What follows belongs to an exercise in optimizing a design on an open flow for small area; a production flow would make more cautious choices. The RTL was checked by simulation tests, not by an equivalence proof against the original design. Power is estimated from default activity; no workload was simulated.

===== design/flow/config.mk =====
export PLATFORM = sky130hd
export DESIGN_NAME = parking_meter
export DESIGN_NICKNAME = parking_meter
export VERILOG_FILES = /design/flow/design.v
export SDC_FILE = /design/flow/constraint.sdc
export NUM_CORES = 4
export LEC_CHECK = 0
export CAP_MARGIN = 20
export CORE_MARGIN = 2
export CORE_UTILIZATION = 40
export SLEW_MARGIN = 20

===== design/flow/constraint.sdc =====
create_clock -name core_clock -period 12.0 [get_ports {clk}]
set_input_delay 2.4000 -clock core_clock [delete_from_list [all_inputs] [get_ports {clk}]]
set_output_delay 2.4000 -clock core_clock [all_outputs]
set_load 0.01 [all_outputs]

===== design/flow/design.v =====
`timescale 1ns / 1ps
module parking_meter(
input		clk,	 
input		rst,
input		rst1,
input		rst2,
input		add1,
input		add2,
input		add3,
input		add4,
output	[3:0]	val1,		 
output	[3:0]	val2,        
output	[3:0]	val3,        
output	[3:0]	val4,        
output	reg[6:0]	led_seg,	 
output			a1,a2,a3,a4
    );
parameter idle  = 2'b00,low_180_s = 2'b01,grater_180 = 2'b10;	
reg		[1:0]	state;	
reg	[13:0]		time_counter;
reg	[6:0]		time_1s;
wire	key_en = rst2 | rst1 | add4 | add3 | add2 |add1;
always@(posedge clk )
begin
if(rst)
	begin
	state <= idle;
	end
else if(time_counter ==0)
	state <= idle;
else if(time_counter<180)
	state <= low_180_s;
else
	state <= grater_180;
end
always@(posedge clk )	
begin
if(rst)
	begin
	time_counter <= 14'd0;
	time_1s <= 0;
	end
else if(key_en)
	begin
		time_1s <= 0;
		if(rst1)
			time_counter <= 16;
		else if(rst2)
			time_counter <= 150;
		else if(add4)
			begin
			if(time_counter <= 14'd9699)
				time_counter <= time_counter + 300;
			else	
				time_counter <= 9999;
			end
		else if(add3)
			begin
			if(time_counter <= 14'd9819)
				time_counter <= time_counter + 180;
			else	
				time_counter <= 9999;
			end
		else if(add2)
			begin
			if(time_counter <= 14'd9879)
				time_counter <= time_counter + 120;
			else	
				time_counter <= 9999;
			end
		else if(add1)
			begin
			if(time_counter <= 14'd9939)
				time_counter <= time_counter + 60;
			else	
				time_counter <= 9999;
			end
	end
else 
	begin
	if(time_1s == 99)
		begin
		time_1s <=0;
		if(time_counter !=0)
			time_counter <= time_counter - 1;
		else
			time_counter <= 0;
		end
	else
		time_1s <= time_1s + 1;
	end
end
reg				seg_disp_en;	
always@(posedge clk )
begin
if(rst)
	seg_disp_en <= 1;
else if(state == idle)
	begin
	if(time_1s == 99)
		begin
		seg_disp_en <= 0;
		end
	else if(time_1s == 49)
		begin
		seg_disp_en <= 1;
		end
	end
else if(state == low_180_s)
	begin
	if(time_1s == 1)
		begin
		if(time_counter[0])
			seg_disp_en <= 0;
		else
			seg_disp_en <= 1;
		end
	end
else if(state == grater_180)
	begin
	seg_disp_en <= 1;
	end
end
wire [3:0]ones 		;
wire [3:0]tens 	    ;
wire [3:0]hundreds  ;
wire [3:0]thousands ;
assign ones 	=  time_counter% 10;
assign tens 	= (time_counter/ 10) % 10;
assign hundreds = (time_counter/ 100) % 10;
assign thousands= (time_counter/ 1000) % 10;	
assign val1=ones 	  ;
assign val2=tens 	  ;
assign val3=hundreds  ;
assign val4=thousands ;
reg	[1:0]	sen_num;
reg	[3:0]	an;
always@(posedge clk )
begin
if(rst)
	begin
	sen_num <= 0;
	an <= 4'b0;
	led_seg <= 7'b0;
	end
else
begin
sen_num <= sen_num + 1;
if(seg_disp_en)
	begin
	case(sen_num)
		0:
			begin
			an <= 4'b0111;
			led_seg <= seg(thousands);
			end
		1:
			begin
			an <= 4'b1011;
			led_seg <= seg(hundreds);
			end
		2:
			begin
			an <= 4'b1101;
			led_seg <= seg(tens);
			end
		3:
			begin
			an <= 4'b1110;
			led_seg <= seg(ones);
			end
	endcase
	end
else
	begin
	an <= 4'hf;
	end
end
end
assign {a4,a3,a2,a1} = an;
    function [6:0] seg (input [3:0] digit);
    begin
        case (digit)
            1: seg = 7'b1001111;
            2: seg = 7'b0010010;
            3: seg = 7'b0000110;
            4: seg = 7'b1001100;
            5: seg = 7'b0100100;
            6: seg = 7'b0100000;
            7: seg = 7'b0001111;
            8: seg = 7'b0000000;
            9: seg = 7'b0000100;
            default: seg = 7'b0000001; 
        endcase
    end 
    endfunction	
endmodule

===== design/flow/run.sh =====
#!/bin/bash
# synth_recipe.tcl (not shown) runs the flow's synth.tcl, then flattens the netlist and writes it again
# the make line also repeats each setting of config.mk as NAME=value (left out here)
make -C /OpenROAD-flow-scripts/flow DESIGN_CONFIG=/design/flow/config.mk WORK_HOME=/design/flow/orfs CLKGATE_MAP_FILE= SYNTH_SCRIPT=/design/flow/synth_recipe.tcl finish

==> out/qor.yml, run 1 <==
ctsRootBufferMaster: "clkbuf_16"
viasPerCell: 6.59
worst_setup_path_start_kind: "flip-flop"
grt_pass1_wl_mm: 68.2
mostFrequentLayoutCell: "nor2_1"
synth_compound_area_share_pct: 41.1
overflow: 0
start_util_pct: 40.8
whs_path_depth: 1
path_common_cell: "buf_4"
status: "complete, no violations"
route.vias.total: 14000
fin_util_pct: 46.0
muxShareOfSynthArea_pct: 3.03
cts-buffers-inserted: 5
maxCapViolCount: 0
grt_max_degree: 51
synthXorXnorAreaFrac_pct: 5.75
die_y_um: 173
synth.area.top_cells: "dfxtp_1 6.5%, ha_1 6.3%, a21oi_1 6.2%, nor2_1 6.1%, nand2_1 5.8%"
synth_nets: 1795
synth_top_family_by_area: "compound AO/OA/AOI/OAI gates"
synthFlopType: "dfxtp_1"
tns_ns: 0
wl_mm: 42.3
slew_headroom_pct: 33.2
dieArea_mm2: 0.0299
ir_drop_v: 0.000229
maxSlewViolCount: 0
routed.top_layer: "met4"
hold_viol_final: 0
rsz0062_at_grt: "yes"
clkSinkCount: 37
async_reset_ff_share_pct: 0
place_area_mm2: 0.0123
fin_area_mm2: 0.0128
syn_to_final_growth_pct: 12.6
synth-edff-count: 0
finalSetupViolCount: 0
yosysUniqueCellTypes: 114
slowest_stage: "or4b_4"
rows: 61
whs_endpoint: "time_1s[0]"
h-tree-depth: 2
drive_above_1_share_pct: 12.9
crit_type: "flip-flop to primary output"
route.layer.met1.wl_mm: 18.7
antenna_cells: 0
port_buffers: 34
layout_common_cells: "182 x nor2_1, 171 x nand2_1, 138 x a21oi_1, 116 x o21ai_0, 85 x buf_4"
drtAntennaViolNets: 0
core-area_mm2: 0.0279
ioPinCount: 35
wire_per_inst_um: 19.9
reg2reg_setup_slack_ns: 2.24
worstPathRequired_ns: 9.60
place.gp.congestion: 0.962
clk_latency_ns: 0.30
fin_skew_ns: 0.00955
tightest_slew_ns: 0.998
tritoncts: "yes"
drc: 0
netlist.area_leader.share_pct: 6.50
met2_length_mm: 19.1
leakagePower_nw: 4.79
yosysTopAreaCell: "dfxtp_1"
arrival_ns: 9.19
r2r_end: "led_seg[1]"
clock_tree.buffer_depth: 2
max_freq_mhz: 86.3
ys_ff_latch: 37
drt_iter0_drc: 1307
clk_pin_slew_ns: 0.07
rr_startpoint: "time_counter[3]"
period_share_pct: 96.6
nets: 1812
min-delay-path-class: "flip-flop to flip-flop"
period_minus_slack_ns: 11.59
syn-cell-area_mm2: 0.0114
grt_pass1_vias: 12900
cp-end-kind: "primary output"
synth-simple-area-share_pct: 30.5
die_x_um: 173
yosysWarnings: 1
antenna_found_initial: 0
yosysSeqAreaShare_pct: 6.50
min_from: "time_1s[0]"
cellPowerDensity_mw_per_mm2: 156
grt_use_total_pct: 27.0
hpwl_mm: 31.6
rr_worst_depth: 35
netlist_instances: 1730
crit_fanout: 14
avgSynthCellArea_um2: 6.59
wl_met3_mm: 3.20
holdWs_ns: 0.468
synth_fa_ha_area_share_pct: 7.14
max_stage_delay_ns: 0.60
drtPass1Iterations: 7
sequential cells by signal (all words and copies together), names as in the netlist:
register / count
state: 2
seg_disp_en: 1
an: 4
time_1s: 7
led_seg: 7
time_counter: 14
sen_num: 2
timing repair:
action / CTS / global route
setup endpoints to repair: 4 / 11
setup buffers: 5 / 13
pin swaps: 2 / 8
gates resized for setup: 4 / 56
hold buffers: 0 / 0
cloned: 0 / 1
layout make-up:
cell class	count	area (µm²)
clock buffers	6	139
clock inverters	2	37.5
fillers	2881	15100
inverters	56	218
multi-input cells	1528	10200
flip-flops and latches	37	743
well taps	378	473
repair buffers	119	978
power by group:
group | internal (mW) | switching, mW
combinational | 0.665 | 1.03
clock | 0.104 | 0.0603
sequential | 0.131 | 0.00734
how the worst max path moves through the flow:
stage | from | end | slack [ns] | depth (start not counted)
detailed placement | time_counter[1] | val2[3] | -0.007 | 36
global placement | time_counter[1] | val2[3] | 0.16 | 36
finish | time_counter[3] | val2[3] | 0.41 | 34
CTS | time_counter[1] | val1[1] | 0.1 | 30
floorplan | time_counter[3] | val2[3] | 1.51 | 32
global route | time_counter[3] | val2[3] | -0.08 | 34
critical path: cells and delay by family, from the launching register on:
kind / cells / cell delay (ns)
buffers and inverters: 7 / 1.44
AO/OA/AOI/OAI: 14 / 3.30
adder cells (fa/ha/maj): 2 / 0.59
multiplexers: 1 / 0.30
flip-flops: 1 / 0.37
AND/OR/NAND/NOR: 10 / 2.84
through the flow:
stage | total power, mW | instances | setup WS [ns]
after global placement | 1.69 | 2099 | 0.160
after global routing | 2.16 | 2126 | -0.0834
after floorplan | 1.31 | 1730 | 1.51
final | 2.00 | 2126 | 0.411
after detailed placement | 1.69 | 2099 | -0.00659
after CTS | 1.87 | 2112 | 0.0982
cells by family (layout without fill, tap and decap cells):
kind of cell	after synthesis	in the layout
AO/OA/AOI/OAI	657	657
XOR/XNOR	74	74
adder cells (fa/ha/maj)	67	67
buffers and inverters	166	183
flip-flops	37	37
multiplexers	33	33
AND/OR/NAND/NOR	696	697
metal layers:
layer / up-vias / track usage [%]
li1: 6644 / -
met3: 101 / 3.50
met5: - / 0
met2: 639 / 43.5
met1: 6622 / 37.0
met4: 0 / 9.25
synthesized netlist by cell type, types with 33 or more instances:
cell and n:
dfxtp_1 37, inv_1 44, o21ai_0 119, ha_1 57, nor2_1 184, nor3_1 68, nand3_1 60, clkbuf_1 72
nand2_1 176, a31oi_1 33, a21oi_1 141, xnor2_1 62
==> run 2, diff against run 1 <==
==> design/flow/design.v (replaced) <==
module parking_meter(
input		clk,
input		rst,
input		rst1,
input		rst2,
input		add1,
input		add2,
input		add3,
input		add4,
output	[3:0]	val1,
output	[3:0]	val2,
output	[3:0]	val3,
output	[3:0]	val4,
output	[6:0]	led_seg,
output		a1,a2,a3,a4
);
reg [3:0] d0, d1, d2, d3;      
reg [6:0] p;                   
reg       hi_prev;             
reg       se;                  
reg [1:0] sen_num;
reg       en_prev;             
reg       rst_prev;            
reg [3:0] dreg;                
wire key_en = rst2 | rst1 | add4 | add3 | add2 | add1;
wire tick = (p == 7'd99);
wire z  = (d3 == 0) && (d2 == 0) && (d1 == 0) && (d0 == 0);
wire hi = (d3 != 0) || (d2 > 1) || (d2 == 1 && d1 >= 8);
reg [3:0] kt, kh;
always @* begin
	if (add4)      begin kt = 0; kh = 3; end
	else if (add3) begin kt = 8; kh = 1; end
	else if (add2) begin kt = 2; kh = 1; end
	else           begin kt = 6; kh = 0; end
end
wire [4:0] s1 = d1 + kt;
wire       c1 = s1 >= 10;
wire [3:0] n1 = c1 ? s1 - 10 : s1;
wire [4:0] s2 = d2 + kh + c1;
wire       c2 = s2 >= 10;
wire [3:0] n2 = c2 ? s2 - 10 : s2;
wire       c3 = c2 && (d3 == 9);
wire [3:0] n3 = c2 ? d3 + 1 : d3;
wire b0 = (d0 == 0);
wire b1 = b0 && (d1 == 0);
wire b2 = b1 && (d2 == 0);
wire [3:0] m0 = b0 ? 4'd9 : d0 - 1;
wire [3:0] m1 = b0 ? (d1 == 0 ? 4'd9 : d1 - 1) : d1;
wire [3:0] m2 = b1 ? (d2 == 0 ? 4'd9 : d2 - 1) : d2;
wire [3:0] m3 = b2 ? d3 - 1 : d3;
always @(posedge clk) begin
	if (rst) begin
		{d3, d2, d1, d0} <= 0;
		p <= 0;
	end else if (key_en) begin
		p <= 0;
		if (rst1)      {d3, d2, d1, d0} <= 16'h0016;
		else if (rst2) {d3, d2, d1, d0} <= 16'h0150;
		else if (c3)   {d3, d2, d1, d0} <= 16'h9999;
		else           {d3, d2, d1} <= {n3, n2, n1};
	end else if (tick) begin
		p <= 0;
		if (!z) {d3, d2, d1, d0} <= {m3, m2, m1, m0};
	end else
		p <= p + 1;
end
always @(posedge clk) begin
	if (rst) hi_prev <= 0;
	else     hi_prev <= hi;
end
always @(posedge clk) begin
	if (rst)
		se <= 1;
	else if (p == 0)
		se <= se | hi_prev;
	else if (hi)
		se <= 1;
	else if (z) begin
		if (tick) se <= 0;
		else if (p == 49) se <= 1;
	end else if (p == 1)
		se <= ~d0[0];
end
always @(posedge clk) begin
	rst_prev <= rst;
	en_prev <= se;
	if (rst) begin
		sen_num <= 0;
		dreg <= 8;
	end else begin
		sen_num <= sen_num + 1;
		if (se)
			case (sen_num)
				0: dreg <= d3;
				1: dreg <= d2;
				2: dreg <= d1;
				3: dreg <= d0;
			endcase
	end
end
wire [1:0] sp = sen_num - 1;
assign a4 = !rst_prev && !(en_prev && sp == 0);
assign a3 = !rst_prev && !(en_prev && sp == 1);
assign a2 = !rst_prev && !(en_prev && sp == 2);
assign a1 = !rst_prev && !(en_prev && sp == 3);
assign val1 = d0;
assign val2 = d1;
assign val3 = d2;
assign val4 = d3;
reg [6:0] sg;
always @* begin
	case (dreg)
		1: sg = 7'b1001111;
		2: sg = 7'b0010010;
		3: sg = 7'b0000110;
		4: sg = 7'b1001100;
		5: sg = 7'b0100100;
		6: sg = 7'b0100000;
		7: sg = 7'b0001111;
		8: sg = 7'b0000000;
		9: sg = 7'b0000100;
		default: sg = 7'b0000001;
	endcase
end
assign led_seg = sg;
endmodule
==> run 2 against run 1 <==
Still clean. Non-clock buffer count is 83 lower. Synthesized cell count decreased by 80%. Sequential power is 7% higher. Setup slack better by 4.3 ns. Fmax is 58% higher. Largest cell class unchanged.
==> out/qor.yml, run 2 <==
h-tree-depth: 2
whs_endpoint: "sen_num[0]"
synth_top_family_by_area: "simple AND/OR/NAND/NOR gates"
tns_ns: 0
cts-buffers-inserted: 5
dp.cells: 449
fill_cells: 679
min_from: "sen_num[0]"
ctsHoldBuffers: 0
core-area_mm2: 0.00676
multi_input_area_mm2: 0.00181
rsz0062_at_grt: "no"
synth_nets: 381
max_stage_delay_ns: 0.84
postCtsSetupBuffers: 0
clock_tree.buffer_depth: 2
grt_use_total_pct: 20.3
synth-simple-area-share_pct: 23.7
synth_compound_area_share_pct: 22.8
crit_type: "primary input to flip-flop"
muxShareOfSynthArea_pct: 2.89
viasPerCell: 5.87
maxCapViolCount: 0
status: "complete, no violations"
cts_resized: 0
syn-cell-area_mm2: 0.00277
start_util_pct: 41.0
drtPass1Iterations: 5
whs_path_depth: 1
avgSynthCellArea_um2: 8.00
path_common_cell: "fa_1"
leakagePower_nw: 1.22
drtAntennaViolNets: 0
die_y_um: 87.2
ir_drop_v: 0.0000517
grt_pass1_vias: 2554
ys_top_cells_by_count: "40 x dfxtp_1, 40 x nor2_1, 25 x nand2_1"
grt_pass1_wl_mm: 12.3
period_share_pct: 61.1
synth-edff-count: 0
power_frac_comb_pct: 22.1
cp_cell_sequence: "clkdlybuf4s50_1, nor2_1, ha_1, inv_1, fa_1, ha_1, a22oi_1, a2111oi_1, fa_1, fa_1, or3_1, a22oi_1, o21ai_1, nor4b_1, a2111oi_0"
tightest_slew_ns: 0.919
clk_latency_ns: 0.30
cellPowerDensity_mw_per_mm2: 105
ioPinCount: 35
rr_worst_depth: 13
drc: 0
p_switching_uw: 104
yosysUniqueCellTypes: 62
grt_max_degree: 25
tritoncts: "yes"
drt_iter0_drc: 236
slew_headroom_pct: 38.6
worst_setup_path_start_kind: "primary input"
synth_fa_ha_area_share_pct: 13.0
period_minus_slack_ns: 7.33
rr_startpoint: "d1[1]"
yosysTopAreaCell: "dfxtp_1"
fin_util_pct: 48.6
slowest_stage: "a2111oi_1"
finalSetupViolCount: 0
yosysWarnings: 1
max_freq_mhz: 136
p_seq_share_pct: 42.9
pwr-share-clk_pct: 35.0
port_buffers: 34
async_reset_ff_share_pct: 0
yosysSeqAreaShare_pct: 28.9
overflow: 0
rows: 30
drive_above_1_share_pct: 5.57
min-delay-path-class: "flip-flop to flip-flop"
synthFlopType: "dfxtp_1"
clk_pin_slew_ns: 0.09
cp_num_buf_inv: 2
wire_per_inst_um: 16.1
nets: 411
crit_fanout: 8
holdWs_ns: 0.462
stdcell_count: 457
ys_ff_latch: 40
synth.area.top_cells: "dfxtp_1 29%, ha_1 11%, nor2_1 5.4%, o21ai_0 4.3%, a21oi_1 4.0%"
seqCellArea_um2: 801
cp-end-kind: "flip-flop"
antenna_cells: 0
worstPathRequired_ns: 12.19
fin_skew_ns: 0.00878
r2r_end: "d2[0]"
reg2reg_setup_slack_ns: 6.91
dieArea_mm2: 0.00760
hold_viol_final: 0
clkSinkCount: 40
cpLargestDelayFamily: "adder cells"
cp-startpoint: "add4"
layout_common_cells: "40 x nor2_1, 40 x dfxtp_1, 34 x clkdlybuf4s50_1, 25 x nand2_1"
place.gp.congestion: 0.903
die_x_um: 87.2
arrival_ns: 7.52
hpwl_mm: 5.41
netlist_instances: 346
syn_to_final_growth_pct: 18.7
p_sw_share_pct: 30.2
antenna_found_initial: 0
ctsRootBufferMaster: "clkbuf_8"
wl_mm: 7.37
netlist.area_leader.share_pct: 28.9
p_int_uw: 241
synthXorXnorAreaFrac_pct: 3.16
maxSlewViolCount: 0
route.vias.total: 2681
-- run 2: worst register-to-register path: cells and delay by family, from the launching register on --
family / cells / cell delay (ns)
adders and majority gates: 5 / 1.92
buffers and inverters: 1 / 0.07
AOI/OAI and AO/OA: 5 / 1.80
DFF: 1 / 0.52
and+or+nand+nor: 2 / 0.66
-- run 2: layout make-up --
| class | count | share of cell area (%) |
|---|---|---|
| clock buffers | 6 | 2.51 |
| clock inverters | 2 | 1.18 |
| inverters | 25 | 2.86 |
| multi-input cells | 268 | 55.2 |
| flip-flops and latches | 40 | 24.4 |
| well taps | 80 | 3.05 |
| repair buffers | 36 | 10.8 |
-- run 2: cells by family (layout without fill, tap and decap cells) --
kind of cell / count (synthesis) / in the layout
AOI/OAI and AO/OA: 94 / 94
xor gates and xnor gates: 10 / 10
adders and majority gates: 27 / 27
buffers and inverters: 38 / 69
DFF: 40 / 40
muxes: 8 / 8
and+or+nand+nor: 129 / 129
-- run 2: metrics by stage --
stage          total power, mW  setup slack (ns)  cell area [µm²]
2_1_floorplan            0.199              5.43             2770
3_3_place_gp             0.225              4.55             3160
3_5_place_dp             0.226              4.37             3160
4_1_cts                  0.345              4.66             3290
5_1_grt                  0.362              4.25             3290
6_report                 0.345              4.67             3290
-- run 2: worst max path at each step --
stage,cells past startpoint,end,slack (ns)
6_report,15,d2[0],4.67
2_1_floorplan,12,d0[1],5.43
5_1_grt,15,d2[0],4.25
3_3_place_gp,15,d2[0],4.55
4_1_cts,15,d2[0],4.66
3_5_place_dp,15,d2[0],4.37
-- run 2: layer usage --
layer,share of wire [%],vias to the layer above,global-route usage [%]
met5,0,-,0
met3,6.4,15,4.17
met4,1.6,0,6.01
met1,47,1251,27.5
li1,-,1322,-
met2,45,93,32.8
-- run 2: power by group through the flow --
stage                     combinational, mW  sequential [mW]  clock (mW)
after floorplan                      0.0501            0.149           0
after global placement               0.0747            0.151           0
after detailed placement             0.0754            0.151           0
after CTS                            0.0759            0.148       0.122
after global routing                 0.0858            0.149       0.127
final                                0.0763            0.148       0.121

static timing again, ports no longer ideal:
In the flow no input, the clock included, has a driving cell. The finished layouts below were timed again as built, in two steps.
Step 1 sets driving cells, clkbuf_16 on the clock port and buf_2 on the other inputs (assumed; they add their load-dependent delay and slew).
Step 2, shift: input delay + t, output delay - t, t = (earliest + latest rising clock arrival at the registers) / 2. This alone moves slack from input paths to output paths.
Three values: ideal ports, drivers, drivers and shift; two values: the first two.
run | shift t [ns] | setup WS [ns] | slew at the worst register clock pin (ns) | worst data-port slew with drivers (ns)
run 1 | 0.337 | 0.411 / 0.370 / 0.707 | 0.07 / 0.07 | 0.05
run 2 | 0.322 | 4.671 / 4.674 / 4.352 | 0.09 / 0.09 | 0.03
After both steps setup and hold are still met in every run listed. For run 2, which loses most, drivers alone change the setup slack by +0.003 ns; drivers and shift together by -0.319 ns.
